This design comes from an exercise in tuning for small area and a short achievable clock period on the open sky130 flow, not from production work. Function was checked by simulation only, so behaviour that the tests miss may differ from the original. Power and IR drop assume default switching activity. The clock port is modelled as an ideal driver; clocking choices that lean on that would not hold on a real chip.

==> flow/design.v <==
module PE
#(parameter DATA_WIDTH=8, parameter EARLY=0)
(
    input clk,
    input rst_n,
    input en0,                       
    input en1,                       
    input en2,                       
    input [7:0] data_src,            
    input [7:0] weights_in,          
    output reg [15:0] S,
    output reg [15:0] C,
    output reg ready
);
reg [4:0] cnt;
wire c27 = (cnt == 5'd27);
always @(posedge clk)
begin
    if (en0 & ~c27)
        cnt <= cnt + 1'b1;
    else
        cnt <= 5'd0;
end
wire take_next;
generate
if (EARLY) begin : g_early
    assign take_next = en2 & ~(en1 & en0 & (cnt == 5'd25));
end else begin : g_lag
    assign take_next = en1 & ~(en0 & (cnt == 5'd26));
end
endgenerate
reg [7:0] ag;
reg clr;
always @(posedge clk or negedge rst_n)
begin
    if (!rst_n) begin
        ready <= 1'b0;
        clr <= 1'b1;
        ag <= 8'd0;
    end else begin
        ready <= c27;
        clr <= c27;
        ag <= data_src & {8{take_next}};
    end
end
wire [63:0] pp;
genvar gi, gj;
generate
for (gi = 0; gi < 8; gi = gi + 1) begin : g_pp
    for (gj = 0; gj < 8; gj = gj + 1) begin : g_ppj
        assign pp[gi*8+gj] = ag[gi] & weights_in[gj];
    end
end
endgenerate
wire u1 = pp[6] ^ pp[13];
wire u2 = pp[6] & pp[13];
wire u3 = pp[7] ^ pp[14] ^ pp[21];
wire u4 = (pp[7] & pp[14]) | (pp[7] & pp[21]) | (pp[14] & pp[21]);
wire u5 = pp[28] ^ pp[35];
wire u6 = pp[28] & pp[35];
wire u7 = pp[15] ^ pp[22] ^ pp[29];
wire u8 = (pp[15] & pp[22]) | (pp[15] & pp[29]) | (pp[22] & pp[29]);
wire u9 = pp[36] ^ pp[43];
wire u10 = pp[36] & pp[43];
wire u11 = pp[23] ^ pp[30] ^ pp[37];
wire u12 = (pp[23] & pp[30]) | (pp[23] & pp[37]) | (pp[30] & pp[37]);
wire u13 = pp[4] ^ pp[11];
wire u14 = pp[4] & pp[11];
wire u15 = pp[5] ^ pp[12] ^ pp[19];
wire u16 = (pp[5] & pp[12]) | (pp[5] & pp[19]) | (pp[12] & pp[19]);
wire u17 = pp[26] ^ pp[33];
wire u18 = pp[26] & pp[33];
wire u19 = u1 ^ pp[20] ^ pp[27];
wire u20 = (u1 & pp[20]) | (u1 & pp[27]) | (pp[20] & pp[27]);
wire u21 = pp[34] ^ pp[41] ^ pp[48];
wire u22 = (pp[34] & pp[41]) | (pp[34] & pp[48]) | (pp[41] & pp[48]);
wire u23 = u3 ^ u5 ^ pp[42];
wire u24 = (u3 & u5) | (u3 & pp[42]) | (u5 & pp[42]);
wire u25 = pp[49] ^ pp[56] ^ u2;
wire u26 = (pp[49] & pp[56]) | (pp[49] & u2) | (pp[56] & u2);
wire u27 = u7 ^ u9 ^ pp[50];
wire u28 = (u7 & u9) | (u7 & pp[50]) | (u9 & pp[50]);
wire u29 = pp[57] ^ u4 ^ u6;
wire u30 = (pp[57] & u4) | (pp[57] & u6) | (u4 & u6);
wire u31 = u11 ^ pp[44] ^ pp[51];
wire u32 = (u11 & pp[44]) | (u11 & pp[51]) | (pp[44] & pp[51]);
wire u33 = pp[58] ^ u8 ^ u10;
wire u34 = (pp[58] & u8) | (pp[58] & u10) | (u8 & u10);
wire u35 = pp[31] ^ pp[38] ^ pp[45];
wire u36 = (pp[31] & pp[38]) | (pp[31] & pp[45]) | (pp[38] & pp[45]);
wire u37 = pp[52] ^ pp[59] ^ u12;
wire u38 = (pp[52] & pp[59]) | (pp[52] & u12) | (pp[59] & u12);
wire u39 = pp[39] ^ pp[46] ^ pp[53];
wire u40 = (pp[39] & pp[46]) | (pp[39] & pp[53]) | (pp[46] & pp[53]);
wire u41 = pp[3] ^ pp[10];
wire u42 = pp[3] & pp[10];
wire u43 = u13 ^ pp[18] ^ pp[25];
wire u44 = (u13 & pp[18]) | (u13 & pp[25]) | (pp[18] & pp[25]);
wire u45 = u15 ^ u17 ^ pp[40];
wire u46 = (u15 & u17) | (u15 & pp[40]) | (u17 & pp[40]);
wire u47 = u19 ^ u21 ^ u16;
wire u48 = (u19 & u21) | (u19 & u16) | (u21 & u16);
wire u49 = u23 ^ u25 ^ u20;
wire u50 = (u23 & u25) | (u23 & u20) | (u25 & u20);
wire u51 = u27 ^ u29 ^ u24;
wire u52 = (u27 & u29) | (u27 & u24) | (u29 & u24);
wire u53 = u31 ^ u33 ^ u28;
wire u54 = (u31 & u33) | (u31 & u28) | (u33 & u28);
wire u55 = u35 ^ u37 ^ u32;
wire u56 = (u35 & u37) | (u35 & u32) | (u37 & u32);
wire u57 = u39 ^ pp[60] ^ u36;
wire u58 = (u39 & pp[60]) | (u39 & u36) | (pp[60] & u36);
wire u59 = pp[47] ^ pp[54] ^ pp[61];
wire u60 = (pp[47] & pp[54]) | (pp[47] & pp[61]) | (pp[54] & pp[61]);
wire [39:0] m_n;
assign m_n[0] = pp[0];
assign m_n[1] = pp[1];
assign m_n[2] = pp[8];
assign m_n[3] = pp[2];
assign m_n[4] = pp[9];
assign m_n[5] = pp[16];
assign m_n[6] = u41;
assign m_n[7] = pp[17];
assign m_n[8] = pp[24];
assign m_n[9] = u43;
assign m_n[10] = pp[32];
assign m_n[11] = u42;
assign m_n[12] = u45;
assign m_n[13] = u14;
assign m_n[14] = u44;
assign m_n[15] = u47;
assign m_n[16] = u18;
assign m_n[17] = u46;
assign m_n[18] = u49;
assign m_n[19] = u22;
assign m_n[20] = u48;
assign m_n[21] = u51;
assign m_n[22] = u26;
assign m_n[23] = u50;
assign m_n[24] = u53;
assign m_n[25] = u30;
assign m_n[26] = u52;
assign m_n[27] = u55;
assign m_n[28] = u34;
assign m_n[29] = u54;
assign m_n[30] = u57;
assign m_n[31] = u38;
assign m_n[32] = u56;
assign m_n[33] = u59;
assign m_n[34] = u40;
assign m_n[35] = u58;
assign m_n[36] = pp[55];
assign m_n[37] = pp[62];
assign m_n[38] = u60;
assign m_n[39] = pp[63];
reg [39:0] M;
always @(posedge clk)
    M <= m_n;
wire [15:0] s0 = clr ? 16'd0 : S;
wire [15:0] c0 = clr ? 16'd0 : C;
wire t1 = M[3] ^ M[4];
wire t2 = M[3] & M[4];
wire t3 = M[6] ^ M[7] ^ M[8];
wire t4 = (M[6] & M[7]) | (M[6] & M[8]) | (M[7] & M[8]);
wire t5 = M[9] ^ M[10] ^ M[11];
wire t6 = (M[9] & M[10]) | (M[9] & M[11]) | (M[10] & M[11]);
wire t7 = M[12] ^ M[13] ^ M[14];
wire t8 = (M[12] & M[13]) | (M[12] & M[14]) | (M[13] & M[14]);
wire t9 = M[15] ^ M[16] ^ M[17];
wire t10 = (M[15] & M[16]) | (M[15] & M[17]) | (M[16] & M[17]);
wire t11 = M[18] ^ M[19] ^ M[20];
wire t12 = (M[18] & M[19]) | (M[18] & M[20]) | (M[19] & M[20]);
wire t13 = M[21] ^ M[22] ^ M[23];
wire t14 = (M[21] & M[22]) | (M[21] & M[23]) | (M[22] & M[23]);
wire t15 = M[24] ^ M[25] ^ M[26];
wire t16 = (M[24] & M[25]) | (M[24] & M[26]) | (M[25] & M[26]);
wire t17 = M[27] ^ M[28] ^ M[29];
wire t18 = (M[27] & M[28]) | (M[27] & M[29]) | (M[28] & M[29]);
wire t19 = M[30] ^ M[31] ^ M[32];
wire t20 = (M[30] & M[31]) | (M[30] & M[32]) | (M[31] & M[32]);
wire t21 = M[33] ^ M[34] ^ M[35];
wire t22 = (M[33] & M[34]) | (M[33] & M[35]) | (M[34] & M[35]);
wire t23 = M[36] ^ M[37] ^ M[38];
wire t24 = (M[36] & M[37]) | (M[36] & M[38]) | (M[37] & M[38]);
wire t25 = M[1] ^ M[2];
wire t26 = M[1] & M[2];
wire t27 = t1 ^ M[5] ^ s0[2];
wire t28 = (t1 & M[5]) | (t1 & s0[2]) | (M[5] & s0[2]);
wire t29 = t3 ^ s0[3] ^ c0[3];
wire t30 = (t3 & s0[3]) | (t3 & c0[3]) | (s0[3] & c0[3]);
wire t31 = t5 ^ s0[4] ^ c0[4];
wire t32 = (t5 & s0[4]) | (t5 & c0[4]) | (s0[4] & c0[4]);
wire t33 = t7 ^ s0[5] ^ c0[5];
wire t34 = (t7 & s0[5]) | (t7 & c0[5]) | (s0[5] & c0[5]);
wire t35 = t9 ^ s0[6] ^ c0[6];
wire t36 = (t9 & s0[6]) | (t9 & c0[6]) | (s0[6] & c0[6]);
wire t37 = t11 ^ s0[7] ^ c0[7];
wire t38 = (t11 & s0[7]) | (t11 & c0[7]) | (s0[7] & c0[7]);
wire t39 = t13 ^ s0[8] ^ c0[8];
wire t40 = (t13 & s0[8]) | (t13 & c0[8]) | (s0[8] & c0[8]);
wire t41 = t15 ^ s0[9] ^ c0[9];
wire t42 = (t15 & s0[9]) | (t15 & c0[9]) | (s0[9] & c0[9]);
wire t43 = t17 ^ s0[10] ^ c0[10];
wire t44 = (t17 & s0[10]) | (t17 & c0[10]) | (s0[10] & c0[10]);
wire t45 = t19 ^ s0[11] ^ c0[11];
wire t46 = (t19 & s0[11]) | (t19 & c0[11]) | (s0[11] & c0[11]);
wire t47 = t21 ^ s0[12] ^ c0[12];
wire t48 = (t21 & s0[12]) | (t21 & c0[12]) | (s0[12] & c0[12]);
wire t49 = t23 ^ s0[13] ^ c0[13];
wire t50 = (t23 & s0[13]) | (t23 & c0[13]) | (s0[13] & c0[13]);
wire t51 = M[39] ^ s0[14] ^ c0[14];
wire t52 = (M[39] & s0[14]) | (M[39] & c0[14]) | (s0[14] & c0[14]);
wire t53 = M[0] ^ s0[0];
wire t54 = M[0] & s0[0];
wire t55 = t25 ^ s0[1] ^ c0[1];
wire t56 = (t25 & s0[1]) | (t25 & c0[1]) | (s0[1] & c0[1]);
wire t57 = t27 ^ c0[2] ^ t26;
wire t58 = (t27 & c0[2]) | (t27 & t26) | (c0[2] & t26);
wire t59 = t29 ^ t2 ^ t28;
wire t60 = (t29 & t2) | (t29 & t28) | (t2 & t28);
wire t61 = t31 ^ t4 ^ t30;
wire t62 = (t31 & t4) | (t31 & t30) | (t4 & t30);
wire t63 = t33 ^ t6 ^ t32;
wire t64 = (t33 & t6) | (t33 & t32) | (t6 & t32);
wire t65 = t35 ^ t8 ^ t34;
wire t66 = (t35 & t8) | (t35 & t34) | (t8 & t34);
wire t67 = t37 ^ t10 ^ t36;
wire t68 = (t37 & t10) | (t37 & t36) | (t10 & t36);
wire t69 = t39 ^ t12 ^ t38;
wire t70 = (t39 & t12) | (t39 & t38) | (t12 & t38);
wire t71 = t41 ^ t14 ^ t40;
wire t72 = (t41 & t14) | (t41 & t40) | (t14 & t40);
wire t73 = t43 ^ t16 ^ t42;
wire t74 = (t43 & t16) | (t43 & t42) | (t16 & t42);
wire t75 = t45 ^ t18 ^ t44;
wire t76 = (t45 & t18) | (t45 & t44) | (t18 & t44);
wire t77 = t47 ^ t20 ^ t46;
wire t78 = (t47 & t20) | (t47 & t46) | (t20 & t46);
wire t79 = t49 ^ t22 ^ t48;
wire t80 = (t49 & t22) | (t49 & t48) | (t22 & t48);
wire t81 = t51 ^ t24 ^ t50;
wire t82 = (t51 & t24) | (t51 & t50) | (t24 & t50);
wire t83 = s0[15] ^ c0[15] ^ t52;
wire t84 = (s0[15] & c0[15]) | (s0[15] & t52) | (c0[15] & t52);
wire [15:0] s_n = {t83, t81, t79, t77, t75, t73, t71, t69, t67, t65, t63, t61, t59, t57, t55, t53};
wire [15:0] c_n = {t82, t80, t78, t76, t74, t72, t70, t68, t66, t64, t62, t60, t58, t56, t54, c0[0]};
always @(posedge clk)
begin
    S <= s_n;
    C <= c_n;
end
endmodule
module input_bus
#(parameter BUS_WIDTH=8, parameter DTAPS=3)
(
    input clk,
    input rst_n,
    input en,
    input [BUS_WIDTH-1:0] data,
    output reg [2:0] en_l,
    output [DTAPS*BUS_WIDTH-1:0] data_l
);
always @(posedge clk or negedge rst_n)
begin
    if (!rst_n)
        en_l <= 3'b000;
    else
        en_l <= {en_l[1:0], en};
end
reg [DTAPS*BUS_WIDTH-1:0] d;
generate
if (DTAPS > 1) begin : g_chain
    always @(posedge clk)
        d <= {d[(DTAPS-1)*BUS_WIDTH-1:0], data};
end else begin : g_one
    always @(posedge clk)
        d <= data;
end
endgenerate
assign data_l = d;
endmodule
module obuffer
#(parameter DATA_WIDTH=8)
(
    input clk,
    input rst_n,
    input p0_ready,
    input p1_ready,
    input p2_ready,
    input [2*DATA_WIDTH-1:0] p0_s,
    input [2*DATA_WIDTH-1:0] p0_c,
    input [2*DATA_WIDTH-1:0] p1_s,
    input [2*DATA_WIDTH-1:0] p1_c,
    input [2*DATA_WIDTH-1:0] p2_s,
    input [2*DATA_WIDTH-1:0] p2_c,
    output empty,
    output reg full,
    input rd_en,
    output reg [2*DATA_WIDTH-1:0] data_rdout,
    output reg errout
);
localparam DW2 = 2*DATA_WIDTH;
reg [DW2-1:0] mem [0:8];
reg [3:0] wr_addr, count;
reg ne;
assign empty = ~ne;
reg [8:0] rd_oh;                     
wire any = p0_ready | p1_ready | p2_ready;
wire two = (p0_ready & p1_ready) | (p0_ready & p2_ready) | (p1_ready & p2_ready);
wire wr = any & ~full;
wire rd = rd_en & ~empty;
wire [DW2-1:0] ss = ({DW2{p0_ready}} & p0_s) | ({DW2{p1_ready}} & p1_s) | ({DW2{p2_ready}} & p2_s);
wire [DW2-1:0] cc = ({DW2{p0_ready}} & p0_c) | ({DW2{p1_ready}} & p1_c) | ({DW2{p2_ready}} & p2_c);
reg [DATA_WIDTH:0] plo;
reg [DATA_WIDTH-1:0] phs, phc;
reg [3:0] pend_addr;
reg pend;
always @(posedge clk)
begin
    plo <= ss[DATA_WIDTH-1:0] + cc[DATA_WIDTH-1:0];
    phs <= ss[DW2-1:DATA_WIDTH];
    phc <= cc[DW2-1:DATA_WIDTH];
    pend_addr <= wr_addr;
end
wire [DATA_WIDTH-1:0] phi = phs + phc + plo[DATA_WIDTH];
wire [DW2-1:0] pdata = {phi, plo[DATA_WIDTH-1:0]};
always @(posedge clk)
    if (pend)
        mem[pend_addr] <= pdata;
wire hit = pend & rd_oh[pend_addr];
reg [DW2-1:0] rmem;
integer k;
always @(*) begin
    rmem = {DW2{1'b0}};
    for (k = 0; k < 9; k = k + 1)
        rmem = rmem | ({DW2{rd_oh[k]}} & mem[k]);
end
wire [DW2-1:0] rdata = hit ? pdata : rmem;
wire [3:0] count_inc = count + 1'b1;
wire [3:0] count_dec = count - 1'b1;
wire [3:0] count_n = wr ? count_inc : count;
wire [3:0] count_r = empty ? count_n : (wr ? count : count_dec);
wire empty_n = wr ? 1'b0 : empty;
wire empty_r = empty ? empty_n : (wr ? 1'b0 : (count == 4'd1));
wire full_n = wr ? (count == 4'd8) : full;
wire full_r = empty ? full_n : 1'b0;
always @(posedge clk or negedge rst_n)
begin
    if (!rst_n) begin
        wr_addr <= 4'd0;
        rd_oh <= 9'd1;
        count <= 4'd0;
        ne <= 1'b0;
        full <= 1'b0;
        errout <= 1'b0;
        pend <= 1'b0;
        data_rdout <= 'd0;
    end else begin
        pend <= wr & ~two;
        if (wr)
            wr_addr <= (wr_addr == 4'd8) ? 4'd0 : wr_addr + 1'b1;
        if (rd) begin
            rd_oh <= {rd_oh[7:0], rd_oh[8]};
            data_rdout <= rdata;
        end
        if (wr & two)
            errout <= 1'b1;
        count <= rd_en ? count_r : count_n;
        ne <= ~(rd_en ? empty_r : empty_n);
        full <= rd_en ? full_r : full_n;
    end
end
endmodule
module top(
    clk,
    rst_n,
    ifm0,
    ifm1,
    ifm2,
    ifm0_en,
    ifm1_en,
    ifm2_en,
    w0,
    w1,
    w2,
    w0_en,
    w1_en,
    w2_en,
    obf0_rd_en,
    obf1_rd_en,
    obf2_rd_en,
    obf0_empty,
    obf1_empty,
    obf2_empty,
    obf0_full,
    obf1_full,
    obf2_full,
    obf0_err,
    obf1_err,
    obf2_err,
    obf0_out,
    obf1_out,
    obf2_out
);
parameter DATA_WIDTH=8;
input clk,rst_n;
input ifm0_en,ifm1_en,ifm2_en;
input w0_en,w1_en,w2_en;
input [DATA_WIDTH-1:0] ifm0,ifm1,ifm2;
input [DATA_WIDTH-1:0] w0,w1,w2;
input obf0_rd_en,obf1_rd_en,obf2_rd_en;
output obf0_empty,obf1_empty,obf2_empty;
output obf0_full,obf1_full,obf2_full;
output obf0_err,obf1_err,obf2_err;
output [2*DATA_WIDTH-1:0] obf0_out,obf1_out,obf2_out;
localparam DW = DATA_WIDTH;
wire [2:0] fen [0:2];
wire [2:0] wen [0:2];
wire [DW-1:0] ifm_in [0:2];
wire [DW-1:0] w_in [0:2];
wire ifm_en_in [0:2];
wire w_en_in [0:2];
assign ifm_in[0] = ifm0; assign ifm_in[1] = ifm1; assign ifm_in[2] = ifm2;
assign w_in[0] = w0; assign w_in[1] = w1; assign w_in[2] = w2;
assign ifm_en_in[0] = ifm0_en; assign ifm_en_in[1] = ifm1_en; assign ifm_en_in[2] = ifm2_en;
assign w_en_in[0] = w0_en; assign w_en_in[1] = w1_en; assign w_en_in[2] = w2_en;
wire [3:0] fe [0:2];
wire [3:0] we [0:2];
wire [3*DW-1:0] fdx [0:2];
wire [4*DW-1:0] wd [0:2];
genvar i, j;
generate
for (i = 0; i < 3; i = i + 1) begin : g_bus
    wire [(i == 0 ? 2 : 1)*DW-1:0] fd;
    wire [3*DW-1:0] wdt;
    input_bus #(.BUS_WIDTH(DW), .DTAPS(i == 0 ? 2 : 1)) ifm_bus (
        .clk(clk), .rst_n(rst_n), .en(ifm_en_in[i]), .data(ifm_in[i]),
        .en_l(fen[i]), .data_l(fd));
    input_bus #(.BUS_WIDTH(DW), .DTAPS(i == 0 ? 3 : 2)) w_bus (
        .clk(clk), .rst_n(rst_n), .en(w_en_in[i]), .data(w_in[i]),
        .en_l(wen[i]), .data_l(wdt[(i == 0 ? 3 : 2)*DW-1:0]));
    if (i != 0) begin : g_pad
        assign wdt[3*DW-1:2*DW] = {DW{1'b0}};
        assign fdx[i] = {{DW{1'b0}}, fd, ifm_in[i]};
    end else begin : g_nopad
        assign fdx[i] = {fd, ifm_in[i]};
    end
    assign fe[i] = {fen[i], ifm_en_in[i]};
    assign we[i] = {wen[i], w_en_in[i]};
    assign wd[i] = {wdt, w_in[i]};
end
endgenerate
wire [2*DW-1:0] pe_s [0:8];
wire [2*DW-1:0] pe_c [0:8];
wire [8:0] pe_rdy;
generate
for (i = 0; i < 3; i = i + 1) begin : g_row
    for (j = 0; j < 3; j = j + 1) begin : g_col
        localparam E = (i > 0) && (j > 0);
        wire e0 = fe[i][j+1] & we[j][i+1];
        wire e1 = fe[i][j] & we[j][i];
        wire e2 = fe[i][E ? j-1 : 0] & we[j][E ? i-1 : 0];
        PE #(.DATA_WIDTH(DW), .EARLY(E)) pe (
            .clk(clk),
            .rst_n(rst_n),
            .en0(e0),
            .en1(e1),
            .en2(e2),
            .data_src(fdx[i][(E ? j-1 : j)*DW +: DW]),
            .weights_in(wd[j][(E ? i : i+1)*DW +: DW]),
            .S(pe_s[3*i+j]),
            .C(pe_c[3*i+j]),
            .ready(pe_rdy[3*i+j])
        );
    end
end
endgenerate
obuffer #(.DATA_WIDTH(DW)) obf0(
    .clk(clk), .rst_n(rst_n),
    .p0_ready(pe_rdy[0]), .p1_ready(pe_rdy[3]), .p2_ready(pe_rdy[6]),
    .p0_s(pe_s[0]), .p0_c(pe_c[0]), .p1_s(pe_s[3]), .p1_c(pe_c[3]),
    .p2_s(pe_s[6]), .p2_c(pe_c[6]),
    .empty(obf0_empty), .full(obf0_full), .rd_en(obf0_rd_en),
    .data_rdout(obf0_out), .errout(obf0_err)
);
obuffer #(.DATA_WIDTH(DW)) obf1(
    .clk(clk), .rst_n(rst_n),
    .p0_ready(pe_rdy[1]), .p1_ready(pe_rdy[4]), .p2_ready(pe_rdy[7]),
    .p0_s(pe_s[1]), .p0_c(pe_c[1]), .p1_s(pe_s[4]), .p1_c(pe_c[4]),
    .p2_s(pe_s[7]), .p2_c(pe_c[7]),
    .empty(obf1_empty), .full(obf1_full), .rd_en(obf1_rd_en),
    .data_rdout(obf1_out), .errout(obf1_err)
);
obuffer #(.DATA_WIDTH(DW)) obf2(
    .clk(clk), .rst_n(rst_n),
    .p0_ready(pe_rdy[2]), .p1_ready(pe_rdy[5]), .p2_ready(pe_rdy[8]),
    .p0_s(pe_s[2]), .p0_c(pe_c[2]), .p1_s(pe_s[5]), .p1_c(pe_c[5]),
    .p2_s(pe_s[8]), .p2_c(pe_c[8]),
    .empty(obf2_empty), .full(obf2_full), .rd_en(obf2_rd_en),
    .data_rdout(obf2_out), .errout(obf2_err)
);
endmodule
==> flow/flow/run.sh <==
#!/bin/bash
# Layout flow: the standard flow (standard.sh), with two changes:
#  - the port buffers start as buf_2 (repair may still resize them),
#  - clock tree synthesis inserts no dummy loads.
# standard.sh's output goes to standard.log in the work folder; ORFS keeps
# each step's full log under orfs/logs/.
cp standard.sh standard_sh.txt
export BUFFER_PORTS_ARGS="-buffer_cell sky130_fd_sc_hd__buf_2"
export CTS_ARGS="-sink_clustering_enable -repair_clock_nets -sink_clustering_size 30 -sink_clustering_max_diameter 100 -dont_use_dummy_load"
bash standard.sh > standard.log 2>&1
==> flow/standard.sh <==
#!/bin/bash
# synth_recipe.tcl (not shown) runs the flow's synth.tcl, then flattens the netlist and writes it again
# the make line also repeats each setting of config.mk as NAME=value (left out here)
make -C /OpenROAD-flow-scripts/flow DESIGN_CONFIG=/design/flow/config.mk WORK_HOME=/design/flow/orfs CLKGATE_MAP_FILE= SYNTH_SCRIPT=/design/flow/synth_recipe.tcl "${@:-finish}"
==> flow/config.mk <==
export PLATFORM = sky130hd
export DESIGN_NAME = top
export DESIGN_NICKNAME = top
export VERILOG_FILES = /design/flow/design.v
export SDC_FILE = /design/flow/constraint.sdc
export NUM_CORES = 4
export LEC_CHECK = 0
export CAP_MARGIN = 20
export CORE_MARGIN = 2
export CORE_UTILIZATION = 40
export CTS_CLUSTER_DIAMETER = 100
export CTS_CLUSTER_SIZE = 30
export PLACE_DENSITY = 0.6
export SETUP_SLACK_MARGIN = 2.8
export SLEW_MARGIN = 20
==> flow/constraint.sdc <==
create_clock -name core_clock -period 5.0 [get_ports {clk}]
set_input_delay 1.0000 -clock core_clock [delete_from_list [all_inputs] [get_ports {clk}]]
set_output_delay 1.0000 -clock core_clock [all_outputs]
set_load 0.01 [all_outputs]
==> run summary, run 1 <==
The tools report the I/O pin count as 116. The number of cells on the worst reg-to-reg path is 6. Buffers inserted to repair hold after CTS numbered 0. Entering global routing, the biggest net connects 101 pins. Cells with a size suffix above 1 make up 14.2% of the layout.

The tools report the startpoint of the worst register-to-register path as g_row[1].g_col[0].pe.ag[4]. Setup slack on the critical path of the routed design comes to 2.63 ns. The routed layout has 37,022 vias.

The register bit count reported by yosys was 1,510. The tool flagged a number of max-cap violations equal to 0. Once detailed placement completed, the half-perimeter wirelength came to 99,900 um. Capture instance of the worst register-to-register path: g_row[1].g_col[0].pe.M[24].

Predominant post-synthesis flop cell: sky130_fd_sc_hd__dfxtp_1. The run gives 45.0% as the post-layout utilization of the core. The all-layer global routing usage is 18.0%, and the critical path buffer and inverter count is 2. The post-route clock period utilization is 47.4%, and the post-route antenna net violation count is 0.

Counting stages on the worst path, the most repeated cell is sky130_fd_sc_hd__fa_2. For this design the total switching power over the nets is 7.11 mW. The count of cell instances traversed by the critical path is 6, and the final net count is 6,088. The logs give 15 for the number of antenna violations at the first check in global routing and 5,806 for the net count after synthesis. The tools report the global-route wire length before repair as 229,000 um.

The data required time at the worst endpoint came out at 5.58 ns. TritonCTS built the clock tree. The biggest cell delay along the critical path was 0.53 ns. In this run the worst path has a maximum fanout of 2.

Port buffering added 115 buffers. Compared with the post-synthesis result, the final layout area differs by 11.8%. The height of the chip works out to 406 um. The signal on the critical path passes through and2_4 -> fa_1 -> inv_1 -> fa_2 -> inv_2 -> fa_2. The Yosys step of the flow raised 7 warnings. CTS placed an instance of sky130_fd_sc_hd__clkbuf_16 at the clock tree root. Of the total power, the share spent switching nets is 28.6%. CTS built an H-tree with a depth of 2. For this configuration, the core starts out at a cell density of 40.3%. Before CTS, the worst setup slack after placement is 1.92 ns. Number of pins exceeding their max-slew limit in the final report: 0. After the first detailed-routing iteration, the DRC count stood at 3,060. The kind of cell adding the most delay to the critical path is adder cells. In this run the standard cell core region covers 160,000 sq um. The total standard cell area after synthesis came out at 64,600 sq um. Setup total negative slack on the finished layout was measured at 0 ns.

In this run the static leakage power is 31.5 nW. Power share of the sequential group: 59.9%. The clock passes through at most 3 buffers.

The worst hold path belongs to the class in2async. The later-pin clock latency in the skew report is 0.72 ns. The number of global-route vias before repair was 38,333.

TritonCTS created 59 clock buffers. The tools report the worst relative slew slack as 29.1%. The clock network is responsible for 23.1% of the overall power. Data on the critical path arrives at its endpoint at 2.95 ns. The routed design has 147,000 um of wire. The logic gate share of total power was 17.0%. Averaged over all synthesized cells, the footprint is 12.9 sq um. The floorplan step defined a die boundary enclosing 165,000 sq um.

The kind of start point of the critical path is a flop. The first detailed-routing pass took 6 iterations. After detailed routing, the number of remaining DRC violations is 0. Static timing analysis puts the maximum clock frequency at 0.422 GHz. Setup repair after global routing could not meet its margin everywhere. The final design instance area without fill is 72,200 sq um, and the top-area cell type share of the netlist area is 26.6%.

After filler insertion, the fill cell instance count of the layout stands at 14,533. After synthesis, flip-flops and latches occupy 55.2% of the total area. The clock slew seen by the registers of the worst setup and hold paths was 0.11 ns; the number of distinct standard cells referenced by the synthesized netlist was 65.

The cell count after synthesis came out at 5,027. The actual slew at the worst max-slew pin is 1.06 ns, and the final number of hold-violating endpoints is 0. Routability-driven placement finished with a final weighted congestion of 0.828.

Once placement finished, the instance area stood at 67,700 sq um. The number of placed instances, taps included, is 7,181. The clock net in this run drives a total of 1,510 sinks.

The tools report the cell-internal power as 17.8 mW. The completed layout was analyzed and its total power is 24.9 mW. The die extent in x is 406 um, and the number of flops mapped to enable cells by yosys is 432. For the overall overflow remaining after global route, the log shows 0. Dividing the detail-routed via count by the number of cells gives 4.96. The share of flip-flops with an asynchronous set or reset was 14.5%; the ratio of total power to cell area was 344 nW/um^2. Dividing the detail-routed wire length by the instance count gives 19.7 um. Of all cell types, the one taking the most synthesized area is sky130_fd_sc_hd__dfxtp_1. Clock skew: 0.0882 ns. The non-filler instance count after layout was 7,469. IR analysis of the VDD net gives a maximum drop of 304 uV.

The run finished with no timing, DRC or antenna violations. The tightest hold path in the finished design has a slack of 0.272 ns. The minimum clock period after layout came out at 2.37 ns.

The number of placement rows is 147. By area the synthesized netlist is led by sky130_fd_sc_hd__dfxtp_1, sky130_fd_sc_hd__edfxtp_1, sky130_fd_sc_hd__fa_1. The endpoint class of the critical path is a flop.

For flop-to-flop paths, the worst setup slack is 2.63 ns. For this design, the slowest cell found on the critical path is sky130_fd_sc_hd__fa_1. The worst setup path is of the reg2reg kind.

Setup violations remaining at the end of the flow were counted as 0.
## state kept, by name, summed over array words and instances (netlist names), 16 cells and up
name                flops
g_row.g_col.pe.S      144
g_row.g_col.pe.C      135
obf1.mem              144
g_row.g_col.pe.ag      72
obf1.data_rdout        16
obf0.data_rdout        16
g_row.g_col.pe.M      360
obf2.mem              144
obf0.mem              144
g_row.g_col.pe.cnt     45
g_bus.w_bus.d          56
g_bus.ifm_bus.d        32
obf2.data_rdout        16
## repair_timing
item,in CTS,in global routing
setup endpoints to repair,323,270
pin swaps,45,84
cloned,12,3
endpoints found under the hold margin,0,0
setup buffers,126,86
gates resized for setup,221,154
## cell type report
class                      count  area [sq um]  area share, %
inverter                     682          2560           3.54
antenna                        2          5.00        0.00693
multi-input combinational   2677         26400           36.5
sequential                  1510         35900           49.7
tap                         2160          2700           3.74
clock buffer                  59          1480           2.04
timing repair buffer         379          3170           4.38
## worst max-delay path by stage
stage,from,to
2_1_floorplan,g_row[1].g_col[0].pe.ready,obf0.plo[7]
3_3_place_gp,obf0.rd_oh[1],obf0.data_rdout[14]
3_5_place_dp,obf0.rd_oh[1],obf0.data_rdout[14]
5_1_grt,g_row[0].g_col[1].pe.ready,obf1.plo[7]
4_1_cts,obf0.data_rdout[0],obf0_out[0]
6_report,g_row[1].g_col[0].pe.ag[4],g_row[1].g_col[0].pe.M[24]
## power by group through the flow
stage	Combinational (mW)	Sequential (mW)	Clock [mW]
after CTS	4.32	14.9	5.96
after global placement	3.93	15.2	0
after detailed placement	4.18	15.2	0
final	4.24	14.9	5.74
after global routing	5.18	15.0	6.31
after floorplan	3.19	14.7	0
## cell usage in the layout (no fill, tap or decap), types with 94 or more instances in the layout
| master | count |
|---|---|
| sky130_fd_sc_hd__fa_1 | 550 |
| sky130_fd_sc_hd__and2_1 | 433 |
| sky130_fd_sc_hd__buf_2 | 94 |
| sky130_fd_sc_hd__nand2_1 | 306 |
| sky130_fd_sc_hd__nand2b_1 | 229 |
| sky130_fd_sc_hd__a222oi_1 | 141 |
| sky130_fd_sc_hd__edfxtp_1 | 432 |
| sky130_fd_sc_hd__inv_1 | 665 |
| sky130_fd_sc_hd__dfrtp_1 | 129 |
| sky130_fd_sc_hd__nor2_1 | 102 |
| sky130_fd_sc_hd__dfxtp_1 | 815 |
| sky130_fd_sc_hd__ha_1 | 144 |
| sky130_fd_sc_hd__buf_4 | 217 |
## cells in the mapped netlist (6+ instances only)
cell type                  count
sky130_fd_sc_hd__a21o_1       12
sky130_fd_sc_hd__a21oi_1      41
sky130_fd_sc_hd__a221oi_1     49
sky130_fd_sc_hd__a222oi_1    141
sky130_fd_sc_hd__a22o_1       37
sky130_fd_sc_hd__a22oi_1      66
sky130_fd_sc_hd__a31oi_1      13
sky130_fd_sc_hd__and2_1      455
sky130_fd_sc_hd__and4b_1       9
sky130_fd_sc_hd__buf_1        16
sky130_fd_sc_hd__buf_2        15
sky130_fd_sc_hd__clkbuf_1    128
sky130_fd_sc_hd__dfrtp_1     207
sky130_fd_sc_hd__dfstp_2      12
sky130_fd_sc_hd__dfxtp_1     859
sky130_fd_sc_hd__edfxtp_1    432
sky130_fd_sc_hd__fa_1        567
sky130_fd_sc_hd__ha_1        153
sky130_fd_sc_hd__inv_1       682
sky130_fd_sc_hd__mux2_2       21
sky130_fd_sc_hd__mux2i_1      29
sky130_fd_sc_hd__nand2_1     320
sky130_fd_sc_hd__nand2b_1    229
sky130_fd_sc_hd__nand3_1      76
sky130_fd_sc_hd__nand3b_1      9
sky130_fd_sc_hd__nand4_1       7
sky130_fd_sc_hd__nor2_1      104
sky130_fd_sc_hd__nor2b_1      54
sky130_fd_sc_hd__nor3_1       21
sky130_fd_sc_hd__o211ai_1      6
sky130_fd_sc_hd__o21ai_0      66
sky130_fd_sc_hd__o21ai_1       7
sky130_fd_sc_hd__o21bai_1      6
sky130_fd_sc_hd__o311ai_0     11
sky130_fd_sc_hd__or2_2        11
sky130_fd_sc_hd__xnor2_1      54
sky130_fd_sc_hd__xor2_1       28
## cells by family after synthesis
family                     count (synthesis)  synth area share, %
muxes                                     55                0.990
buffers and inverters                    845                 4.97
adders and majority gates                720                 20.5
AOI/OAI and AO/OA                        489                 6.01
and+or+nand+nor                         1326                 11.2
DFF                                     1510                 55.2
xor gates and xnor gates                  82                 1.11
## routing by layer
metal,track usage [%],wire length (um),vias up
met5,0,0,-
met4,4.10,3150,0
met3,2.24,8440,151
met2,29.2,68600,898
met1,25.9,66700,19039
li1,-,-,16934
==> inputs of run 2 (changes only) <==
--- a/flow/config.mk
+++ b/flow/config.mk
@@ -6,4 +6,5 @@
 export NUM_CORES = 4
 export LEC_CHECK = 0
+export ABC_AREA = 1
 export CAP_MARGIN = 20
 export CORE_MARGIN = 2
==> run summary, run 2 <==
The power share of the sequential group is 53.5% (was 59.9%), and the area inside the core boundary is 165,000 sq um (was 160,000 sq um). The run finished with no timing, DRC or antenna violations. The most area-hungry cell type in the Yosys netlist is sky130_fd_sc_hd__dfxtp_1 (unchanged). The final weighted congestion of routability-driven global placement was 0.862 (was 0.828); the biggest cell delay along the critical path was 0.46 ns (was 0.53 ns). The overall overflow remaining after global route came out at 0 (unchanged).

The synthesized instance count is 6,547 (was 5,027). The all-layer global routing usage is 18.3% (was 18.0%). For the later-pin clock latency in the skew report, the log shows 0.74 ns (was 0.72 ns).

Top cells by area in the synthesized netlist: sky130_fd_sc_hd__dfxtp_1, sky130_fd_sc_hd__edfxtp_1, sky130_fd_sc_hd__fa_1 (unchanged). The tools report the detailed-route wire length as 154,000 um (was 147,000 um). The clock skew was 0.0920 ns (was 0.0882 ns); the average instance area after synthesis was 10.2 sq um (was 12.9 sq um). The portion of the post-synthesis area used by sequential elements came out at 53.5% (was 55.2%). The number of vias per cell was 4.66 (was 4.96).

Cell types with the highest counts after synthesis: sky130_fd_sc_hd__nand2_1, sky130_fd_sc_hd__inv_1, sky130_fd_sc_hd__dfxtp_1 (was sky130_fd_sc_hd__dfxtp_1, sky130_fd_sc_hd__inv_1, sky130_fd_sc_hd__fa_1). The height of the chip came out at 412 um (was 406 um). TritonCTS built the clock tree.

The number of distinct standard cells referenced by the synthesized netlist was 46 (was 65). The number of global-route vias before repair is 42,204 (was 38,333), and the number of sinks on the clock net is 1,510 (unchanged). The logic gate share of total power is 27.0% (was 17.0%), and the total standard cell area after synthesis is 66,700 sq um (was 64,600 sq um).

The register bit count reported by yosys was 1,510 (unchanged). For the number of pins exceeding their max-slew limit in the final report, the log shows 0 (unchanged). The cell with the most instances after synthesis is sky130_fd_sc_hd__nand2_1 (was sky130_fd_sc_hd__dfxtp_1). The data required time at the worst endpoint is 4.00 ns (was 5.58 ns), and the number of iterations in the first detailed-routing pass is 5 (was 6). The cell-internal power was 19.8 mW (was 17.8 mW). Clock slew seen by the registers of the worst setup and hold paths: 0.11 ns (about the same).

The share of flip-flops with an asynchronous set or reset came out at 14.5% (unchanged). The tools report the final setup TNS as 0 ns (unchanged). The logs give 3 (unchanged) for the maximum clock path buffer count and 7,479 (was 6,088) for the final net count. The layout overhead on the synthesized area came out at 9.65% (was 11.8%). The number of CTS-inserted buffers is 61 (was 59). The data arrival at the endpoint of the critical path was 1.36 ns (was 2.95 ns).

For the warning count from the yosys run, the log shows 7 (unchanged). The proportion of total power due to net switching was 33.9% (was 28.6%). Commonest cells after routing, fill and taps aside: sky130_fd_sc_hd__nand2_1, sky130_fd_sc_hd__inv_1, sky130_fd_sc_hd__dfxtp_1 (was sky130_fd_sc_hd__dfxtp_1, sky130_fd_sc_hd__inv_1, sky130_fd_sc_hd__fa_1). The run gives 40.4% (was 40.3%) as the starting density of the core. The critical path class is reg2out (was reg2reg). Commonest non-fill, non-tap cell in the layout: sky130_fd_sc_hd__nand2_1 (was sky130_fd_sc_hd__dfxtp_1). The tools report the master cell of the clock root buffer as sky130_fd_sc_hd__clkbuf_16 (unchanged). The non-filler instance count after layout is 8,889 (was 7,469). The tools report the total instance count after detailed placement as 8,616 (was 7,181). The kind of start point of the critical path is a flop (unchanged).

The worst relative slew slack came out at 35.4% (was 29.1%). The share of post-route cells with drive strength above 1 is 10.4% (was 14.2%), and the final routed DRC violation total is 0 (unchanged). The run gives 108,000 um (was 99,900 um) as the placed wire-length estimate after detailed placement. The predominant post-synthesis flop cell is sky130_fd_sc_hd__dfxtp_1 (unchanged). Actual slew at the worst max-slew pin: 0.968 ns (was 1.06 ns). The run gives 34.9 nW (was 31.5 nW) as the leakage power figure. The number of placement rows is 149 (was 147), and the minimum clock period after layout is 2.36 ns (was 2.37 ns).

The final number of hold-violating endpoints was 0 (unchanged); the ratio of total power to cell area was 409 nW/um^2 (was 344 nW/um^2). The overall via count from detail_route is 41,408 (was 37,022), and the post-route clock period utilization is 47.3% (was 47.4%). Endpoint class of the critical path: an output port (was a flop). The run gives 29.9 mW (was 24.9 mW) as the post-route total power. The tools report the final count of negative-setup-slack endpoints as 0 (unchanged). The number of buffer cells added on primary ports is 115 (unchanged), and the post-route antenna net violation count is 0 (unchanged). The worst ir drop on vdd was 261 uV (was 304 uV); the number of flip-flops in the largest register was 360 (unchanged).

The top fanout value on the critical path is 2 (unchanged). Setup repair after global routing could not meet its margin everywhere. The maximum number of pins on one net before global-route repair is 88 (was 101). Detail-routed net length per standard cell: 17.4 um (was 19.7 um).

Worst-path cell chain: buf_2 (was and2_4 -> fa_1 -> inv_1 -> fa_2 -> inv_2 -> fa_2). Kind of cell adding the most delay to the critical path: flip-flops (was adder cells). The global-route wire length before repair was 242,000 um (was 229,000 um); the number of flops mapped to enable cells by yosys was 432 (unchanged). The number of levels the H-tree was split into came out at 2 (unchanged).

The highest-delay cell along the critical path was sky130_fd_sc_hd__dfrtp_1 (was sky130_fd_sc_hd__fa_1). The die extent in x works out to 412 um (was 406 um). The register bank with the most flops is g_row.g_col.pe.M (unchanged).

The power share of the clock group was 19.5% (was 23.1%). The critical path buffer and inverter count came out at 1 (was 2). The timing-limited maximum frequency is 0.423 GHz (was 0.422 GHz). The net count after synthesis is 7,326 (was 5,806), and the number of antenna violations at the first check in global routing is 15 (unchanged). Top-area cell type share of the netlist area: 25.8% (was 26.6%).

The switching power total was 10.1 mW (was 7.11 mW); the initial detailed-routing violation count was 3,098 (was 3,060). The die outline area came out at 170,000 sq um (was 165,000 sq um). The I/O pin count is 116 (unchanged), and the number of maximum-capacitance constraint violations is 0 (unchanged). The worst min-delay path category was in2async (unchanged).
==> run 2: power groups by stage <==
stage | Sequential [mW] | Combinational [mW] | Clock (mW)
4_1_cts | 16.0 | 8.10 | 6.04
6_report | 16.0 | 8.09 | 5.82
3_3_place_gp | 16.3 | 7.50 | 0
3_5_place_dp | 16.3 | 7.85 | 0
2_1_floorplan | 15.1 | 6.15 | 0
5_1_grt | 16.2 | 9.55 | 6.44
==> run 2: layer usage <==
layer,wire (um),share of wire [%],global-route usage [%],vias up
met3,7250,4.7,2.12,212
li1,-,-,-,19837
met2,73600,48,30.6,937
met5,32,0.021,0,-
met4,4230,2.7,4.83,6
met1,69400,45,25.3,20416
==> run 2: kinds of logic (layout without fill, tap and decap cells) <==
group	after synthesis	count (layout)	share of synthesized area, %
compound gates	155	155	1.36
flops	1510	1510	53.5
fa+ha+maj	720	720	19.9
simple gates	2578	2579	15.6
other cells	0	2	0
xor+xnor	63	63	0.828
buf+inv	1521	1671	8.77
==> run 2: area by class of cell <==
class | instances | area [sq um]
Clock buffer | 61 | 1530
Tap cell | 2189 | 2740
Fill cell | 15659 | 92100
Sequential cell | 1510 | 35900
Inverter | 1245 | 4720
Antenna cell | 2 | 5.00
Timing Repair Buffer | 349 | 2560
Multi-Input combinational cell | 3517 | 25500
Timing Repair inverter | 16 | 120
==> run 2: repair_timing <==
item,4_1_cts,5_1_grt
gates resized for setup,186,131
cloned,13,4
pin swaps,3,36
hold buffers,0,0
setup buffers,105,88
setup endpoints to repair,456,325
==> run 2: through the flow <==
stage / hold WS (ns) / cell area, sq um / setup slack (ns) / utilization [%]
after floorplan: 0.326 / 67000 / 2.61 / -
after global placement: 0.345 / 69200 / 2.06 / 41.9
after detailed placement: 0.354 / 69200 / 2.04 / 41.9
after CTS: 0.269 / 72000 / 2.57 / 43.6
after global routing: 0.299 / 73100 / 2.60 / 44.3
final: 0.274 / 73100 / 2.64 / 44.3
==> run 2: final timing paths <==
check                                            from                         end  slack (ns)  cells past startpoint
setup reg to reg           g_row[1].g_col[0].pe.ag[4]  g_row[1].g_col[0].pe.M[24]        2.67                      7
max in group asynchronous                       rst_n                     obf0.ne        3.61                      2
hold reg to reg                       obf2.wr_addr[3]           obf2.pend_addr[3]        0.34                      0
setup / recovery                   obf2.data_rdout[9]                 obf2_out[9]        2.64                      1
hold / removal                                  rst_n         obf2.data_rdout[15]        0.27                      1
min in group core_clock               obf2.wr_addr[3]           obf2.pend_addr[3]        0.34                      0
==> inputs of run 3 (changes only) <==
--- a/flow/config.mk
+++ b/flow/config.mk
@@ -6,5 +6,4 @@
 export NUM_CORES = 4
 export LEC_CHECK = 0
-export ABC_AREA = 1
 export CAP_MARGIN = 20
 export CORE_MARGIN = 2
@@ -13,4 +12,4 @@
 export CTS_CLUSTER_SIZE = 30
 export PLACE_DENSITY = 0.6
-export SETUP_SLACK_MARGIN = 2.8
+export SETUP_SLACK_MARGIN = 2.5
 export SLEW_MARGIN = 20
==> run summary, run 3 <==
The flow ran to the end and the layout has no timing, DRC or antenna violations. For the number of global-route vias before repair, the log shows 37,959 (was 42,204). Commonest non-fill, non-tap cell in the layout: sky130_fd_sc_hd__dfxtp_1 (was sky130_fd_sc_hd__nand2_1). The area inside the core boundary is 160,000 sq um (was 165,000 sq um), and the number of antenna violations at the first check in global routing is 17 (was 15). Number of sinks on the clock net: 1,510 (unchanged). The starting density of the core is 40.3% (was 40.4%).

The run gives 0 (unchanged) as the final number of hold-violating endpoints. The maximum clock path buffer count is 3 (unchanged). Later-pin clock latency in the skew report: 0.72 ns (was 0.74 ns). Commonest cells after routing, fill and taps aside: sky130_fd_sc_hd__dfxtp_1, sky130_fd_sc_hd__inv_1, sky130_fd_sc_hd__fa_1 (was sky130_fd_sc_hd__nand2_1, sky130_fd_sc_hd__inv_1, sky130_fd_sc_hd__dfxtp_1). The overall overflow remaining after global route was 0 (unchanged). The register bank with the most flops is g_row.g_col.pe.M (unchanged).

The final net count came out at 5,890 (was 7,479). The tools report the global-route wire length before repair as 223,000 um (was 242,000 um). The tools report the capture instance of the worst register-to-register path as obf0.data_rdout[13] (was g_row[1].g_col[0].pe.M[24]).

The maximum number of pins on one net before global-route repair is 111 (was 88). Beginning of the critical path: obf0.rd_oh[8] (was obf2.data_rdout[9]). The startpoint of the worst register-to-register path is obf0.rd_oh[8] (was g_row[1].g_col[0].pe.ag[4]). Endpoint class of the critical path: a flop (was an output port). The number of flip-flops in the largest register was 360 (unchanged); the cell-internal power was 17.7 mW (was 19.8 mW). The clock skew is 0.0706 ns (was 0.0920 ns). For the worst relative slew slack, the log shows 28.4% (was 35.4%).

The die outline area came out at 165,000 sq um (was 170,000 sq um). For the data arrival at the endpoint of the critical path, the log shows 3.09 ns (was 1.36 ns). Number of vias per cell: 4.97 (was 4.66). The detail-routed net length per standard cell works out to 19.6 um (was 17.4 um).

TritonCTS built the clock tree. Top cells by area in the synthesized netlist: sky130_fd_sc_hd__dfxtp_1, sky130_fd_sc_hd__edfxtp_1, sky130_fd_sc_hd__fa_1 (unchanged). Total standard cell area after synthesis: 64,600 sq um (was 66,700 sq um).

The actual slew at the worst max-slew pin came out at 1.07 ns (was 0.968 ns). The final weighted congestion of routability-driven global placement came out at 0.821 (was 0.862). The data required time at the worst endpoint came out at 5.57 ns (was 4.00 ns). The all-layer global routing usage is 17.5% (was 18.3%). The run gives 16.7% (was 27.0%) as the logic gate share of total power.

Setup repair after global routing could not meet its margin everywhere. The top fanout value on the critical path is 19 (was 2), and the number of pins exceeding their max-slew limit in the final report is 0 (unchanged). The portion of the post-synthesis area used by sequential elements was 55.2% (was 53.5%). The placed wire-length estimate after detailed placement is 101,000 um (was 108,000 um), and the post-route clock period utilization is 50.3% (was 47.3%). Cell types with the highest counts after synthesis: sky130_fd_sc_hd__dfxtp_1, sky130_fd_sc_hd__inv_1, sky130_fd_sc_hd__fa_1 (was sky130_fd_sc_hd__nand2_1, sky130_fd_sc_hd__inv_1, sky130_fd_sc_hd__dfxtp_1).

The share of flip-flops with an asynchronous set or reset is 14.5% (unchanged). The number of levels the H-tree was split into is 2 (unchanged), and the height of the chip is 406 um (was 412 um). The minimum clock period after layout came out at 2.52 ns (was 2.36 ns). Average instance area after synthesis: 12.9 sq um (was 10.2 sq um). The logic depth of the worst register-to-register path is 4 (was 7). Master cell of the clock root buffer: sky130_fd_sc_hd__clkbuf_16 (unchanged). The proportion of total power due to net switching is 28.5% (was 33.9%). The register bit count reported by yosys was 1,510 (unchanged). The most area-hungry cell type in the Yosys netlist was sky130_fd_sc_hd__dfxtp_1 (unchanged). Cell with the most instances after synthesis: sky130_fd_sc_hd__dfxtp_1 (was sky130_fd_sc_hd__nand2_1). The post-route total power is 24.7 mW (was 29.9 mW).

The final routed DRC violation total is 0 (unchanged), and the power share of the sequential group is 60.4% (was 53.5%). The layout overhead on the synthesized area is 7.89% (was 9.65%), and the final setup TNS is 0 ns (unchanged). The number of maximum-capacitance constraint violations came out at 0 (unchanged). The run gives 147 (was 149) as the number of placement rows.

Critical path class: reg2reg (was reg2out). The number of buffer cells added on primary ports came out at 115 (unchanged). Share of post-route cells with drive strength above 1: 7.05% (was 10.4%). Worst min-delay path category: in2async (unchanged). The switching power total is 7.05 mW (was 10.1 mW), and the number of iterations in the first detailed-routing pass is 7 (was 5). The post-route antenna net violation count was 0 (unchanged); the number of flops mapped to enable cells by yosys was 432 (unchanged). The ratio of total power to cell area is 355 nW/um^2 (was 409 nW/um^2).

The synthesized instance count is 5,027 (was 6,547). The clock slew seen by the registers of the worst setup and hold paths was 0.11 ns (about the same); the reg-to-reg setup timing slack was 2.48 ns (was 2.67 ns). Top-area cell type share of the netlist area: 26.6% (was 25.8%).

The tools report the number of distinct standard cells referenced by the synthesized netlist as 65 (was 46). The kind of start point of the critical path is a flop (unchanged). The logs give 116 (unchanged) for the I/O pin count and 3,184 (was 3,098) for the initial detailed-routing violation count. The tools report the quantity of hold-fixing buffers added after cts as 0 (unchanged).

The final count of negative-setup-slack endpoints was 0 (unchanged); the worst ir drop on vdd was 247 uV (was 261 uV). The logs give 7 (unchanged) for the warning count from the yosys run and 30.4 nW (was 34.9 nW) for the leakage power figure. The post-layout utilization of the core is 43.5% (was 44.3%), and the overall via count from detail_route is 36,126 (was 41,408). The number of CTS-inserted buffers is 58 (was 61), and the power share of the clock group is 23.0% (was 19.5%). The logs give 14,851 (was 15,659) for the number of filler cells placed in the layout and 5,806 (was 7,326) for the net count after synthesis. The detailed-route wire length was 142,000 um (was 154,000 um); the timing-limited maximum frequency was 0.398 GHz (was 0.423 GHz). Die extent in x: 406 um (was 412 um). The predominant post-synthesis flop cell is sky130_fd_sc_hd__dfxtp_1 (unchanged).
run 3: cell count changes after synthesis, moves of 54 or more:
cell / previous run / this run
sky130_fd_sc_hd__a222oi_1: 0 / 141
sky130_fd_sc_hd__a22oi_1: 3 / 66
sky130_fd_sc_hd__and2_1: 1 / 455
sky130_fd_sc_hd__clkbuf_1: 211 / 128
sky130_fd_sc_hd__inv_1: 1238 / 682
sky130_fd_sc_hd__nand2_1: 1883 / 320
sky130_fd_sc_hd__nand2b_1: 0 / 229
sky130_fd_sc_hd__nand3_1: 369 / 76
sky130_fd_sc_hd__nor2_1: 202 / 104
sky130_fd_sc_hd__nor2b_1: 0 / 54
run 3: worst max-delay path, stage by stage (launching register included):
cell and delay, ns:
sky130_fd_sc_hd__dfrtp_1 0.94, sky130_fd_sc_hd__nand4_1 0.55, sky130_fd_sc_hd__o21a_1 0.34, sky130_fd_sc_hd__a2111oi_1 0.40
sky130_fd_sc_hd__o21ai_0 0.15
run 3: metrics by stage:
step	hold WS (ns)	instance area, sq um	cells	setup WS, ns
detailed placement	0.398	67700	7185	1.95
global route	0.241	69700	7270	2.35
CTS	0.208	69300	7248	2.50
finish	0.242	69700	7271	2.48
floorplan	0.323	64600	5027	2.51
global placement	0.395	67700	7185	2.03
run 3: layout make-up:
type | instances | area (sq um) | area share [%]
inverter | 682 | 2560 | 3.67
antenna | 2 | 5.00 | 0.00718
tap | 2160 | 2700 | 3.88
sequential | 1510 | 35700 | 51.2
multi-input combinational | 2673 | 26000 | 37.3
clock buffer | 58 | 1450 | 2.08
timing repair buffer | 186 | 1300 | 1.87
run 3: timing repair:
| action | 4_1_cts | 5_1_grt |
|---|---|---|
| resized for setup | 36 | 35 |
| buffers inserted | 4 | 17 |
| cloned | 1 | 4 |
| endpoints found under the setup margin | 88 | 73 |
| pin swaps | 7 | 18 |
run 3: how the worst max path moves through the flow:
| stage | end | slack, ns | depth (start not counted) |
|---|---|---|---|
| finish | obf0.data_rdout[13] | 2.48 | 4 |
| CTS | obf2.plo[7] | 2.50 | 9 |
| global route | obf0.data_rdout[12] | 2.35 | 9 |
| detailed placement | obf0.data_rdout[14] | 1.95 | 5 |
| floorplan | obf0.plo[7] | 2.51 | 11 |
| global placement | obf0.data_rdout[14] | 2.03 | 5 |
run 3: metal layers:
layer	vias up	GRT usage (%)	wire, um
met3	160	2.48	8540
met5	-	0	26
met2	899	27.9	65100
li1	16522	-	-
met1	18541	25.3	65600
met4	4	3.95	3090
run 3: power groups by stage:
| stage | sequential (mW) | combinational, mW | clock (mW) |
|---|---|---|---|
| global route | 15.1 | 5.06 | 6.30 |
| CTS | 14.9 | 4.25 | 5.90 |
| detailed placement | 15.2 | 4.18 | 0 |
| floorplan | 14.7 | 3.19 | 0 |
| finish | 14.9 | 4.12 | 5.67 |
| global placement | 15.2 | 3.94 | 0 |
run 3: cell families after synthesis:
family	after synthesis	synth area share, %
flops	1510	55.2
simple gates	1326	11.2
buf+inv	845	4.97
fa+ha+maj	720	20.5
compound gates	489	6.01
xor+xnor	82	1.11
mux	55	0.990
==> inputs of run 4 (changes only) <==
--- a/flow/config.mk
+++ b/flow/config.mk
@@ -12,4 +12,5 @@
 export CTS_CLUSTER_SIZE = 30
 export PLACE_DENSITY = 0.6
-export SETUP_SLACK_MARGIN = 2.5
+export SETUP_SLACK_MARGIN = 2.7
 export SLEW_MARGIN = 20
+export TNS_END_PERCENT = 30
==> run summary, run 4 <==
Capture instance of the worst register-to-register path: g_row[1].g_col[1].pe.M[24] (was obf0.data_rdout[13]). The logs give 293 uV (was 247 uV) for the worst ir drop on vdd and 36,248 (was 36,126) for the overall via count from detail_route. The tools report the number of filler cells placed in the layout as 14,671 (was 14,851). For the met2 layer wire length in the routed design, the log shows 65,900 um (was 65,100 um). The number of antenna violations at the first check in global routing is 12 (was 17). Register bit count reported by yosys: 1,510 (unchanged). The tools report the minimum setup slack after placement as 2.16 ns (was 1.95 ns). Global-route wire length before repair: 226,000 um (was 223,000 um). The detail-routed net length per standard cell is 19.5 um (was 19.6 um). The kind of start point of the critical path was a flop (unchanged). The run gives 2.61 ns (was 2.48 ns) as the setup slack of the critical path after layout. TritonCTS built the clock tree. The number of flip-flops in the largest register was 360 (unchanged). The number of global-route vias before repair came out at 38,171 (was 37,959).

The die outline area was 165,000 sq um (unchanged). Setup repair after global routing could not meet its margin everywhere. For the number of placement rows, the log shows 147 (unchanged). The worst min-delay path category is in2async (unchanged). The final routed DRC violation total came out at 0 (unchanged).

For the number of pins exceeding their max-slew limit in the final report, the log shows 0 (unchanged). The startpoint of the worst register-to-register path was g_row[1].g_col[1].pe.ag[4] (was obf0.rd_oh[8]). Most area-hungry cell type in the Yosys netlist: sky130_fd_sc_hd__dfxtp_1 (unchanged).

The share of flip-flops with an asynchronous set or reset is 14.5% (unchanged). Leakage power figure: 30.7 nW (was 30.4 nW). The commonest non-fill, non-tap cell in the layout was sky130_fd_sc_hd__dfxtp_1 (unchanged).

Worst-path cell chain: and2_4 -> fa_1 -> inv_2 -> fa_1 -> inv_1 -> fa_2 (was nand4_1 -> o21a_1 -> a2111oi_1 -> o21ai_0). Layout overhead on the synthesized area: 9.19% (was 7.89%). Predominant post-synthesis flop cell: sky130_fd_sc_hd__dfxtp_1 (unchanged). The height of the chip was 406 um (unchanged); the final weighted congestion of routability-driven global placement was 0.801 (was 0.821). The clock skew came out at 0.106 ns (was 0.0706 ns). Top cells by area in the synthesized netlist: sky130_fd_sc_hd__dfxtp_1, sky130_fd_sc_hd__edfxtp_1, sky130_fd_sc_hd__fa_1 (unchanged). The ratio of total power to cell area was 351 nW/um^2 (was 355 nW/um^2); the data arrival at the endpoint of the critical path was 3.03 ns (was 3.09 ns). The all-layer global routing usage is 17.6% (was 17.5%).

The flow ran to the end and the layout has no timing, DRC or antenna violations. The overall overflow remaining after global route was 0 (unchanged). The I/O pin count was 116 (unchanged). The final net count was 5,946 (was 5,890). The number of maximum-capacitance constraint violations is 0 (unchanged), and the final setup TNS is 0 ns (unchanged). The portion of the post-synthesis area used by sequential elements was 55.2% (unchanged); the cell area reported after detailed placement was 67,700 sq um (about the same).

The number of levels the H-tree was split into was 2 (unchanged). Die extent in x: 406 um (unchanged). Commonest cells after routing, fill and taps aside: sky130_fd_sc_hd__dfxtp_1, sky130_fd_sc_hd__inv_1, sky130_fd_sc_hd__fa_1 (unchanged).

The tools report the reg-to-reg setup timing slack as 2.61 ns (was 2.48 ns). The share of post-route cells with drive strength above 1 was 9.84% (was 7.05%); the placed wire-length estimate after detailed placement was 101,000 um (about the same). Detailed-route wire length: 143,000 um (was 142,000 um).

The top routing layer in use was met5 (unchanged). The actual slew at the worst max-slew pin is 1.08 ns (was 1.07 ns). The synthesized instance count is 5,027 (unchanged). The post-route clock period utilization was 47.8% (was 50.3%); the final number of hold-violating endpoints was 0 (unchanged).

For the starting density of the core, the log shows 40.3% (unchanged). Cell types with the highest counts after synthesis: sky130_fd_sc_hd__dfxtp_1, sky130_fd_sc_hd__inv_1, sky130_fd_sc_hd__fa_1 (unchanged). Highest-delay cell along the critical path: sky130_fd_sc_hd__fa_1 (was sky130_fd_sc_hd__dfrtp_1).

Final count of negative-setup-slack endpoints: 0 (unchanged). The area inside the core boundary was 160,000 sq um (unchanged). The met3 layer wire length in the routed design came out at 6770 um (was 8540 um).

The beginning of the critical path was g_row[1].g_col[1].pe.ag[4] (was obf0.rd_oh[8]). The logic depth of the worst register-to-register path is 6 (was 4), and the number of sinks on the clock net is 1,510 (unchanged). The routed length on met1 was 67,500 um (was 65,600 um); the number of iterations in the first detailed-routing pass was 6 (was 7).

The worst relative slew slack is 27.9% (was 28.4%). The maximum number of pins on one net before global-route repair came out at 62 (was 111). The critical path class is reg2reg (unchanged). The register bank with the most flops was g_row.g_col.pe.M (unchanged).

Net count after synthesis: 5,806 (unchanged). For the warning count from the yosys run, the log shows 7 (unchanged). For the initial detailed-routing violation count, the log shows 2,848 (was 3,184). Number of CTS-inserted buffers: 59 (was 58).

For the total standard cell area after synthesis, the log shows 64,600 sq um (unchanged). The tools report the endpoint class of the critical path as a flop (unchanged). The tools report the non-filler instance count after layout as 7,328 (was 7,271). The tools report the master cell of the clock root buffer as sky130_fd_sc_hd__clkbuf_16 (unchanged). Timing-limited maximum frequency: 0.419 GHz (was 0.398 GHz). The average instance area after synthesis is 12.9 sq um (unchanged), and the data required time at the worst endpoint is 5.64 ns (was 5.57 ns).

The run gives 0 (unchanged) as the post-route antenna net violation count. Quantity of hold-fixing buffers added after cts: 0 (unchanged). The number of buffer cells added on primary ports was 115 (unchanged); the total instance count after detailed placement was 7,185 (unchanged). The number of flops mapped to enable cells by yosys was 432 (unchanged). The minimum clock period after layout is 2.39 ns (was 2.52 ns), and the register cell area after layout is 35,800 sq um (was 35,700 sq um).

The tools report the maximum clock path buffer count as 3 (unchanged). The top-area cell type share of the netlist area was 26.6% (unchanged). The cell with the most instances after synthesis was sky130_fd_sc_hd__dfxtp_1 (unchanged).

The clock slew seen by the registers of the worst setup and hold paths is 0.11 ns (about the same), and the number of vias per cell is 4.95 (was 4.97). The biggest cell delay along the critical path was 0.54 ns (was 0.94 ns); the final design instance area without fill was 70,500 sq um (was 69,700 sq um). The later-pin clock latency in the skew report is 0.71 ns (was 0.72 ns). Number of distinct standard cells referenced by the synthesized netlist: 65 (unchanged).

Termination of the worst setup path: g_row[1].g_col[1].pe.M[24] (was obf0.data_rdout[13]). The most numerous cell on the critical path is sky130_fd_sc_hd__fa_1. The top fanout value on the critical path was 7 (was 19). The area of the multi-input gates was 26,100 sq um (was 26,000 sq um).
## run 4: cell counts after synthesis
Identical to the previous run, type by type.
## run 4: layout make-up
class | instances | share of cell area, %
Clock buffer | 59 | 2.09
Multi-Input combinational cell | 2674 | 37.0
Timing Repair Buffer | 240 | 2.66
Antenna cell | 3 | 0.0106
Tap cell | 2160 | 3.83
Inverter | 682 | 3.63
Sequential cell | 1510 | 50.8
## run 4: power by group
part	total, mW	leakage (nW)	internal, mW	switching, mW
combinational	4.14	16.4	1.75	2.39
sequential	14.9	13.6	13.9	1.05
clock	5.72	0.727	2.12	3.61
total	24.8	30.7	17.7	7.04
## run 4: worst min-delay path by stage
stage	from	to	slack, ns	cells after the start
floorplan	g_bus[0].ifm_bus.d[2]	g_bus[0].ifm_bus.d[10]	0.32	0
global placement	g_bus[0].ifm_bus.d[4]	g_bus[0].ifm_bus.d[12]	0.40	0
detailed placement	g_bus[0].ifm_bus.d[4]	g_bus[0].ifm_bus.d[12]	0.39	0
CTS	rst_n	obf2.data_rdout[4]	0.14	1
global route	rst_n	obf2.data_rdout[4]	0.17	1
finish	rst_n	obf2.data_rdout[4]	0.16	1
## run 4: stage by stage
step | utilization, % | total power, mW | hold slack (ns)
3_5_place_dp | 42.2 | 19.3 | 0.387
2_1_floorplan | - | 17.8 | 0.323
4_1_cts | 43.4 | 25.1 | 0.144
3_3_place_gp | 42.2 | 19.1 | 0.397
5_1_grt | 44.0 | 26.5 | 0.173
6_report | 44.0 | 24.8 | 0.155
## run 4: repair_timing
action / CTS / global route
pin swaps: 10 / 55
endpoints found under the setup margin: 228 / 251
cloned: 3 / 7
setup buffers: 14 / 56
gates resized for setup: 67 / 129
## run 4: worst max-delay path, delay by kind of cell, from the launching register on
kind,cells,cell delay [ns]
AND/OR/NAND/NOR,1,0.17
adder cells (fa/ha/maj),3,1.52
flip-flops,1,0.51
buffers and inverters,2,0.09
## run 4: cells by family (layout without fill, tap and decap cells)
group                    after synthesis  after routing  share of synthesized area, %
flip-flops                          1510           1510                          55.2
AND/OR/NAND/NOR                     1326           1327                          11.2
buffers and inverters                845            981                          4.97
adder cells (fa/ha/maj)              720            720                          20.5
AO/OA/AOI/OAI                        489            490                          6.01
XOR/XNOR                              82             82                          1.11
multiplexers                          55             55                         0.990
other                                  0              3                             0
## run 4: routing by layer
| metal | global-route usage [%] | vias to the layer above |
|---|---|---|
| li1 | - | 16644 |
| met1 | 25.7 | 18702 |
| met2 | 28.4 | 746 |
| met3 | 2.09 | 150 |
| met4 | 3.74 | 6 |
| met5 | 0 | - |
==> inputs of run 5 (changes only) <==
--- a/flow/config.mk
+++ b/flow/config.mk
@@ -14,3 +14,2 @@
 export SETUP_SLACK_MARGIN = 2.7
 export SLEW_MARGIN = 20
-export TNS_END_PERCENT = 30
==> run summary, run 5 <==
The run finished with no timing, DRC or antenna violations. The top fanout value on the critical path was 2 (was 7); the average instance area after synthesis was 12.9 sq um (unchanged). TritonCTS built the clock tree. The height of the chip was 406 um (unchanged); the multiplexer share of the synthesized area was 0.990% (unchanged). The critical path class is reg2out (was reg2reg). The post-route clock period utilization works out to 46.9% (was 47.8%). The proportion of total power due to net switching works out to 28.6% (was 28.4%). The top-area cell type share of the netlist area is 26.6% (unchanged).

The logs give 0 (unchanged) for the final count of negative-setup-slack endpoints and 28.8% (was 27.9%) for the worst relative slew slack. The starting density of the core came out at 40.3% (unchanged). The number of antenna violations at the first check in global routing was 12 (unchanged); the logic depth of the worst register-to-register path was 10 (was 6). The logs give 0 (unchanged) for the overall overflow remaining after global route and 265 uV (was 293 uV) for the worst ir drop on vdd.

The share of flip-flops with an asynchronous set or reset is 14.5% (unchanged), and the quantity of hold-fixing buffers added after cts is 0 (unchanged). The master cell of the clock root buffer was sky130_fd_sc_hd__clkbuf_16 (unchanged). The tools report the number of placement rows as 147 (unchanged). The termination of the worst setup path is obf2_out[15] (was g_row[1].g_col[1].pe.M[24]). The kind of cell adding the most delay to the critical path is flip-flops (was adder cells). The die extent in x was 406 um (unchanged); the area share of fa/ha/maj cells after synthesis was 20.5% (unchanged). Kind of start point of the critical path: a flop (unchanged). Number of sinks on the clock net: 1,510 (unchanged).

The logs give 36,815 (was 36,248) for the overall via count from detail_route and 31.1 nW (was 30.7 nW) for the leakage power figure. The most area-hungry cell type in the Yosys netlist is sky130_fd_sc_hd__dfxtp_1 (unchanged). The minimum clock period after layout is 2.35 ns (was 2.39 ns), and the parity-gate share of the synthesized area counting xor and xnor cells is 1.11% (unchanged). The timing-limited maximum frequency was 0.426 GHz (was 0.419 GHz).

The run gives 0 (unchanged) as the final number of hold-violating endpoints.
[run 5: repair_timing]
action                                  CTS  global route
pin swaps                                31            55
setup buffers                            89            77
gates resized for setup                 158           112
endpoints found under the setup margin  245           206
gates cloned                              4             2
[run 5: layout make-up]
cell class	instances	area (sq um)
repair buffers	326	2580
fillers	14679	89000
multi-input cells	2675	26200
diodes	2	5.00
clock buffers	59	1480
inverters	682	2560
well taps	2160	2700
flip-flops and latches	1510	35900
[run 5: worst min path at each step]
stage | startpoint | endpoint | slack, ns | cells past startpoint
final | rst_n | obf2.data_rdout[4] | 0.25 | 1
after global routing | rst_n | obf2.data_rdout[7] | 0.28 | 1
after CTS | rst_n | obf2.data_rdout[8] | 0.27 | 1
after detailed placement | g_bus[2].ifm_bus.en_l[1] | g_bus[2].ifm_bus.en_l[2] | 0.40 | 0
after global placement | g_bus[2].ifm_bus.en_l[1] | g_bus[2].ifm_bus.en_l[2] | 0.40 | 0
after floorplan | g_bus[0].ifm_bus.d[2] | g_bus[0].ifm_bus.d[10] | 0.32 | 0
[run 5: cell families after synthesis]
logic type | Yosys count
AND/OR/NAND/NOR | 1326
XOR/XNOR | 82
AO/OA/AOI/OAI | 489
adder cells (fa/ha/maj) | 720
multiplexers | 55
flip-flops | 1510
buffers and inverters | 845
[run 5: layer usage]
| layer | global-route usage (%) | vias up | routed length [um] |
|---|---|---|---|
| met5 | 0 | - | 20 |
| met4 | 3.55 | 2 | 2760 |
| met3 | 2.33 | 150 | 6920 |
| met2 | 29.5 | 787 | 68500 |
| met1 | 25.5 | 19070 | 67400 |
| li1 | - | 16806 | - |
[run 5: power groups by stage]
stage          sequential (mW)  clock [mW]  combinational (mW)
2_1_floorplan             14.7           0                3.19
3_3_place_gp              15.2           0                3.94
3_5_place_dp              15.2           0                4.21
4_1_cts                   14.9        5.98                4.31
5_1_grt                   15.0        6.36                5.18
6_report                  14.9        5.76                4.21
[run 5: stage by stage]
step                      utilization (%)  hold slack, ns  setup WS, ns  total power [mW]
after floorplan                         -           0.323          2.71              17.8
after global placement               42.2           0.396          2.06              19.1
after detailed placement             42.2           0.398          1.98              19.4
after CTS                            43.9           0.268          2.57              25.2
after global routing                 44.5           0.279          2.51              26.6
final                                44.5           0.247          2.65              24.9

separate check: timing with driven ports:
The flow's constraints put no driver on any port. The routed layouts listed below were extracted and timed again, unchanged, in two steps.
Step 1 sets driving cells, clkbuf_16 on the clock port and buf_2 on the other inputs (assumed; they add their load-dependent delay and slew).
Step 2, shift: input delay + t, output delay - t, t = (earliest + latest rising clock arrival at the registers) / 2. This alone moves slack from input paths to output paths.
Slacks: no drivers / after step 1 / after step 2; pairs: no drivers / after step 1.
run	t, ns	slack for setup (ns)
run 1	0.751	2.631 / 2.584 / 2.467
run 2	0.762	2.636 / 2.561 / 2.494
run 3	0.764	2.485 / 2.485 / 2.400
run 4	0.746	2.612 / 2.561 / 2.483
run 5	0.757	2.655 / 2.580 / 2.404
After both steps every run listed still meets setup and hold.
